What follows belongs to an exercise in optimizing a design on an open flow for small area, a short achievable clock period and few clock cycles per item; a production flow would make more cautious choices.
In this exercise RTL edits were held to simulation tests only and were not proved equivalent to the original.
Power is estimated from default activity; no workload was simulated.

// seq_mult_16bit
module seq_mult_16bit (
    input  wire         clk,
    input  wire         rst_n,
    input  wire         start,
    input  wire [15:0]  a_in,
    input  wire [15:0]  b_in,
    output wire [31:0]  p_out,
    output reg          done
);
For scale: about 770 cells after synthesis, ~62 flip-flops, roughly 68 I/O pins.
Settings: LEC_CHECK=0, ABC_AREA=1, CAP_MARGIN=20, CORE_MARGIN=2, CORE_UTILIZATION=65, SETUP_SLACK_MARGIN=0.8, SLEW_MARGIN=20; clock period 4.5 ns.
standard.sh (not shown) runs the stock make flow with config.mk's settings and CLKGATE_MAP_FILE= SYNTH_SCRIPT=/design/flow/synth_recipe.tcl, a recipe that flattens the netlist after the stock synthesis.
==> flow/flow/run.sh <==
#!/bin/bash
set -euo pipefail
cd "$(dirname "$0")/.."
bash standard.sh \
  "BUFFER_PORTS_ARGS=-buffer_cell sky130_fd_sc_hd__buf_2" \
  "SYNTH_ARGS=-noabc" \
  finish > flow_make.log 2>&1
The baseline completed with no timing, DRC or antenna violations.
Testbench counts at the start, summed over its fixed seeds: cycles 2,400, items 2,400.
Next try:
--- a/flow/flow/run.sh
+++ b/flow/flow/run.sh
@@ -3,2 +3,3 @@
 cd "$(dirname "$0")/.."
+GRT_SETUP_MARGIN=0.6
 bash standard.sh \
@@ -6,2 +7,7 @@
   "SYNTH_ARGS=-noabc" \
+  cts > flow_make_cts.log 2>&1
+bash standard.sh \
+  "BUFFER_PORTS_ARGS=-buffer_cell sky130_fd_sc_hd__buf_2" \
+  "SYNTH_ARGS=-noabc" \
+  "SETUP_SLACK_MARGIN=$GRT_SETUP_MARGIN" \
   finish > flow_make.log 2>&1
- CORE_UTILIZATION: 65 -> 55
- CTS_BUF_LIST: default -> sky130_fd_sc_hd__clkbuf_4
- CTS_CLUSTER_DIAMETER: default -> 200
- CTS_CLUSTER_SIZE: default -> 64
- SETUP_SLACK_MARGIN: 0.8 -> 1.0
Utilization decreases by 10 points; hold slack is worse by 0.11 ns; setup slack gets better by 0.089 ns; cell area increases by 0.35%; wire length is lower by 3.7%; sequential cell count is unchanged; total power went down by 0.98%; clock power is lower by 37%; final cell count rises by 1.6%; global-route usage is lower by 4.2 points.

== build 36 ==
seq_mult_16bit again, from the RTL that the note above started with.
Design seq_mult_16bit, start of the top module:
module seq_mult_16bit (
    input  wire         clk,
    input  wire         rst_n,
    input  wire         start,
    input  wire [15:0]  a_in,
    input  wire [15:0]  b_in,
    output wire [31:0]  p_out,
    output reg          done
);
==> flow/config.mk <==
export PLATFORM = sky130hd
export DESIGN_NAME = seq_mult_16bit
export DESIGN_NICKNAME = seq_mult_16bit
export VERILOG_FILES = /design/flow/design.v
export SDC_FILE = /design/flow/constraint.sdc
export NUM_CORES = 4
export LEC_CHECK = 0
export ABC_AREA = 1
export CAP_MARGIN = 20
export CORE_MARGIN = 2
export CORE_UTILIZATION = 55
export SETUP_SLACK_MARGIN = 1.0
export SLEW_MARGIN = 20
==> flow/constraint.sdc <==
create_clock -name core_clock -period 4.5 [get_ports {clk}]
set_input_delay 0.9000 -clock core_clock [delete_from_list [all_inputs] [get_ports {clk}]]
set_output_delay 0.9000 -clock core_clock [all_outputs]
set_load 0.01 [all_outputs]
==> flow/flow/run.sh <==
#!/bin/bash
set -euo pipefail
cd "$(dirname "$0")/.."
GRT_SETUP_MARGIN=0.6
bash standard.sh \
  "BUFFER_PORTS_ARGS=-buffer_cell sky130_fd_sc_hd__buf_2" \
  "SYNTH_ARGS=-noabc" \
  cts > flow_make_cts.log 2>&1
bash standard.sh \
  "BUFFER_PORTS_ARGS=-buffer_cell sky130_fd_sc_hd__buf_2" \
  "SYNTH_ARGS=-noabc" \
  "SETUP_SLACK_MARGIN=$GRT_SETUP_MARGIN" \
  finish > flow_make.log 2>&1
Testbench counts of build 36, summed over its fixed seeds: cycles 2,400, items 2,400.
--- input diff build 36..build 57 ---
- CORE_UTILIZATION changed from 55 to 65
Findings:
- Row count: build 57 vs build 36 down 7.1%
- Utilization came out higher on build 57 than on build 36.
- The routed wire length on build 57 is in line with that on build 36.
- Build 36 ended up with b_in[5] as its startpoint of the most critical setup path; build 57 ended up with b_in[7].
- Looking at slew at the pin closest to its max-slew limit, build 57 sits below build 36.
--- input diff build 57..build 42 ---
==> flow/flow/run.sh <==
#!/bin/bash
set -euo pipefail
cd "$(dirname "$0")/.."
bash standard.sh \
  "BUFFER_PORTS_ARGS=-buffer_cell sky130_fd_sc_hd__buf_2" \
  "SYNTH_ARGS=-noabc" \
  finish > flow_make.log 2>&1
## What came out
- From build 57 to build 42 the numbers moved as follows: relative area change from synthesis to final layout now larger; worst voltage drop across the vdd grid has increased; smallest setup slack after layout +78 ps; global-route usage flat.
- Of build 57 and build 42, build 42 shows the higher area used by multi-input combinational logic, with build 57 below it.
The inputs of build 50 differ from those of build 42 as listed below.
- putting CTS_BUF_LIST at sky130_fd_sc_hd__clkbuf_4 sky130_fd_sc_hd__clkbuf_8 where nothing was set
- swapping 65 for 55 in CORE_UTILIZATION
- putting CTS_CLUSTER_DIAMETER at 100 where nothing was set
- putting CTS_CLUSTER_SIZE at 32 where nothing was set
==> flow/flow/run.sh <==
#!/bin/bash
set -euo pipefail
cd "$(dirname "$0")/.."
GRT_SETUP_MARGIN=0.6
bash standard.sh \
  "BUFFER_PORTS_ARGS=-buffer_cell sky130_fd_sc_hd__buf_1" \
  "SYNTH_ARGS=-noabc" \
  cts > flow_make_cts.log 2>&1
bash standard.sh \
  "BUFFER_PORTS_ARGS=-buffer_cell sky130_fd_sc_hd__buf_1" \
  "SYNTH_ARGS=-noabc" \
  "SETUP_SLACK_MARGIN=$GRT_SETUP_MARGIN" \
  finish > flow_make.log 2>&1
Notes after the runs:
| register share of the cell area | build 50 vs build 42 | 0.62 points higher |
Power share of the combinational group: build 42 and build 50 compared, lower one is build 42
Build 42 -> build 50: share of synthesized area occupied by flip-flops and latches delta 0, exact match
Non-clock buffer count delta for build 50 relative to build 42: 15 higher
Max power of the sequential group across build 42 and build 50: build 42
Part of the cycle the worst path needs (build 50 over build 42): increase, 1.3 points
| routability congestion estimate from global placement | lower: build 50 |
Delta (build 50 minus build 42): worst hold margin went down, met3 routing resource usage after global routing went down 1.7 points.

what the ideal ports hide:
No port has a modelled driver above. Below, the same layouts with a new extraction and two added sets of constraints. Step 1 sets driving cells, clkbuf_16 on the clock port and buf_2 on the other inputs (assumed; they add their load-dependent delay and slew). Step 2 times the ports against the registers' clock, not the clock port: input delays grow and output delays shrink by t, the midpoint of the rising clock arrivals with the driver on. Three values: ideal ports, drivers, drivers and shift; two values: the first two.
run | shift t [ns] | setup WS [ns] | worst hold slack (ns) | clock arrival spread, ns | worst data-port slew with drivers (ns)
the first run of note 1 | 0.378 | 0.839 / 0.848 / 0.470 | 0.323 / 0.305 / 0.683 | 0.005 / 0.005 | 0.05
the second run of note 1 | 0.476 | 0.928 / 0.911 / 0.466 | 0.209 / 0.197 / 0.673 | 0.017 / 0.018 | 0.04
build 36 | 0.380 | 0.991 / 0.973 / 0.631 | 0.322 / 0.304 / 0.684 | 0.006 / 0.006 | 0.04
build 57 | 0.382 | 0.946 / 0.957 / 0.576 | 0.319 / 0.303 / 0.684 | 0.007 / 0.007 | 0.04
build 42 | 0.379 | 1.024 / 0.998 / 0.656 | 0.323 / 0.305 / 0.684 | 0.009 / 0.009 | 0.04
build 50 | 0.409 | 0.963 / 0.952 / 0.543 | 0.269 / 0.260 / 0.669 | 0.008 / 0.009 | 0.06
After both steps setup and hold are still met in every run listed. For the second run of note 1, which loses most, drivers alone change the setup slack by -0.017 ns; drivers and shift together by -0.462 ns.
